This design comes from an exercise in tuning for small area on the open sky130 flow, not from production work.
The RTL was checked by simulation tests, not by an equivalence proof against the original design.
The clock port is modelled as an ideal driver, which makes a skipped or thinned clock tree look cheaper than it is; a real chip needs a root buffer or a tree.
Power figures rest on the tool's default switching activity, not on a simulated workload.

== red ==
## weather_box
module weather_box (
	input clk,
	input rst_n,
	output [7:0] led,
	output [9:0] lcd_ram_addr,
	output lcd_ram_en,
	input  [7:0] lcd_ram_data,
	output LCD_RS,
	output LCD_RW,
	output LCD_EN,
	output [7:0] LCD_D
	);
Size in the first run: about 470 cells after synthesis, roughly 40 I/O pins.
export LEC_CHECK = 0
export CAP_MARGIN = 20
export CORE_MARGIN = 2
export CORE_UTILIZATION = 40
export SLEW_MARGIN = 20
export BUFFER_PORTS_ARGS = -buffer_cell sky130_fd_sc_hd__buf_1
export CTS_ARGS = -sink_clustering_enable -repair_clock_nets -dont_use_dummy_load -buf_list {sky130_fd_sc_hd__clkbuf_8}
export POST_CTS_TCL = /design/flow/flow/cts_post.tcl
export PRE_RESIZE_TCL = /design/flow/flow/downsize.tcl
export MCTS_K = 3
export MCTS_BUF = sky130_fd_sc_hd__clkbuf_16
export SKIP_REPAIR_TIE_FANOUT = 1
create_clock -name core_clock -period 10.0 [get_ports {clk}]
standard.sh (not shown) runs the stock make flow with config.mk's settings and CLKGATE_MAP_FILE= SYNTH_SCRIPT=/design/flow/synth_recipe.tcl, a recipe that flattens the netlist after the stock synthesis.
==> flow/flow/run.sh <==
#!/bin/bash
set -euo pipefail
cat >> config.mk <<CFG
export BUFFER_PORTS_ARGS = -buffer_cell sky130_fd_sc_hd__buf_1
export CTS_ARGS = -sink_clustering_enable -repair_clock_nets -dont_use_dummy_load -buf_list {sky130_fd_sc_hd__clkbuf_8}
export POST_CTS_TCL = $PWD/flow/cts_post.tcl
export PRE_RESIZE_TCL = $PWD/flow/downsize.tcl
export MCTS_K = 3
export MCTS_BUF = sky130_fd_sc_hd__clkbuf_16
export SKIP_REPAIR_TIE_FANOUT = 1
CFG
bash standard.sh > standard.log 2>&1
==> flow/flow/downsize.tcl <==
# Before repair_design: give every combinational cell the smallest drive
# strength of its kind (timing has ample slack); repair_design then fixes
# any slew or capacitance limit this breaks.
set db [ord::get_db]
set n 0
foreach inst [[ord::get_db_block] getInsts] {
  set m [$inst getMaster]
  set name [$m getName]
  if {[$m isSequential]} { continue }
  if {![regexp {^(sky130_fd_sc_hd__[a-z0-9]+)_([0-9]+)$} $name -> base drv]} { continue }
  if {$drv <= 1} { continue }
  if {[string match *clkbuf* $base] || [string match *conb* $base]} { continue }
  foreach k {0 1 2} {
    if {$k >= $drv} { break }
    set nm [$db findMaster ${base}_$k]
    if {$nm ne "NULL" && $nm ne ""} {
      $inst swapMaster $nm
      incr n
      break
    }
  }
}
puts "downsized $n cells"
Other scripts of this flow, unchanged in this note and not shown: flow/flow/cts_post.tcl
red | status: complete | timing, DRC, antenna: pass
Relative to red, the following input files were edited for blue:
--- a/flow/flow/run.sh
+++ b/flow/flow/run.sh
@@ -1,2 +1,13 @@
 #!/bin/bash
+# Layout: the standard flow (standard.sh; its make output goes to
+# standard.log and each ORFS step logs under orfs/logs), with these changes
+# to how the layout is built:
+#  - the port buffers use the smallest buffer (buf_1);
+#  - before repair_design, flow/downsize.tcl gives each combinational cell
+#    the smallest drive strength of its kind (repair_design fixes any limit
+#    this breaks);
+#  - after clock tree synthesis, flow/cts_post.tcl replaces the tree with
+#    the clock port driving 3 leaf buffers (sky130_fd_sc_hd__clkbuf_16), each feeding one group of
+#    nearby registers;
+#  - one tie cell drives all the constant outputs.
 set -euo pipefail
@@ -5,4 +16,4 @@
 export CTS_ARGS = -sink_clustering_enable -repair_clock_nets -dont_use_dummy_load -buf_list {sky130_fd_sc_hd__clkbuf_8}
+export PRE_RESIZE_TCL = $PWD/flow/downsize.tcl
 export POST_CTS_TCL = $PWD/flow/cts_post.tcl
-export PRE_RESIZE_TCL = $PWD/flow/downsize.tcl
 export MCTS_K = 3
--- outcome ---
- Comparing blue against red, there is no change at all in maximum achievable frequency.
- The clock power on blue is in line with that on red.
- blue against red: flip-flop and latch count essentially unchanged, part of the total power dissipated in combinational logic shows no meaningful change.
- Reported for red and blue, die area turned out identical to the last digit.
- Switching part of the total: blue vs red identical
- Overall power consumption came out exactly the same in red and blue.
- Arrival time reported for the critical path endpoint: blue vs red, no meaningful difference
- red and blue ended up with nearly the same row count.
### blue -> green
Settings: PRE_RESIZE_TCL: /design/flow/flow/downsize.tcl -> unset.
==> flow/flow/run.sh <==
#!/bin/bash
set -euo pipefail
cat >> config.mk <<CFG
export BUFFER_PORTS_ARGS = -buffer_cell sky130_fd_sc_hd__buf_1
export CTS_ARGS = -sink_clustering_enable -repair_clock_nets -dont_use_dummy_load -buf_list {sky130_fd_sc_hd__clkbuf_8}
export POST_CTS_TCL = $PWD/flow/cts_post.tcl
export MCTS_K = 3
export MCTS_BUF = sky130_fd_sc_hd__clkbuf_16
export SKIP_REPAIR_TIE_FANOUT = 1
CFG
bash standard.sh > standard.log 2>&1
removed: flow/flow/downsize.tcl
Results
- Result: PASS for each of green and blue
- Power up 0.61% in green wrt blue
- [compare] base=blue new=green: proportion of cell area occupied by registers now sits lower; area growth from synthesis to layout now sits higher; count of max-cap constraint violations now sits at about the same level; core utilization now sits higher; combinational group share of total power now sits higher.
- Worst hold margin in green vs blue: down 0.0068 ns
- The first-iteration DRC count reported for green is smaller than that of blue by 35.
--- input diff green..orange ---
--- a/flow/flow/run.sh
+++ b/flow/flow/run.sh
@@ -1,2 +1,10 @@
 #!/bin/bash
+# Layout: the standard flow (standard.sh; its make output goes to
+# standard.log and each ORFS step logs under orfs/logs), with these changes
+# to how the layout is built:
+#  - the port buffers use the smallest buffer (buf_1);
+#  - after clock tree synthesis, flow/cts_post.tcl replaces the tree with
+#    the clock port driving 3 leaf buffers (sky130_fd_sc_hd__clkbuf_16), one per group of nearby
+#    registers (no dummy loads);
+#  - one tie cell drives all the constant outputs.
 set -euo pipefail
Findings:
There was hardly any difference in number of buffers inserted by port buffering between orange and green.
As far as instance count on the critical path is concerned, green and orange perform about the same.
Reported for green and orange, worst hold margin turned out identical to the last digit.
Re number of placement rows: no difference whatsoever between orange and green.
Reported for green and orange, wire length on met2 turned out identical to the last digit.
In every run of this note, the design's own scripts or RTL, not TritonCTS, make the clock network.

## static timing again, ports no longer ideal
In the flow no input, the clock included, has a driving cell. The finished layouts below were timed again as built, in two steps.
Step 1 assumes that a clkbuf_16 drives the clock port and a buf_2 every other input.
Step 2 adds t to the input delays and takes it off the output delays; t is the mean of the earliest and latest rising clock arrival at the registers after step 1. Input paths then give back, and output paths get back, about the clock's delay inside the block.
Three values: ideal, step 1, step 2; two values: the first two.
run	t, ns	setup WS [ns]	worst setup path at the end	latest minus earliest clock arrival (ns)	slew at the worst register clock pin (ns)
red	0.227	5.829 / 5.762 / 5.989	register to output	0.012 / 0.012	0.11 / 0.11
blue	0.227	5.829 / 5.762 / 5.989	register to output	0.012 / 0.012	0.11 / 0.11
green	0.228	5.765 / 5.699 / 5.927	register to output	0.018 / 0.017	0.11 / 0.11
orange	0.228	5.765 / 5.699 / 5.927	register to output	0.018 / 0.017	0.11 / 0.11
After both steps setup and hold are still met in every run listed.
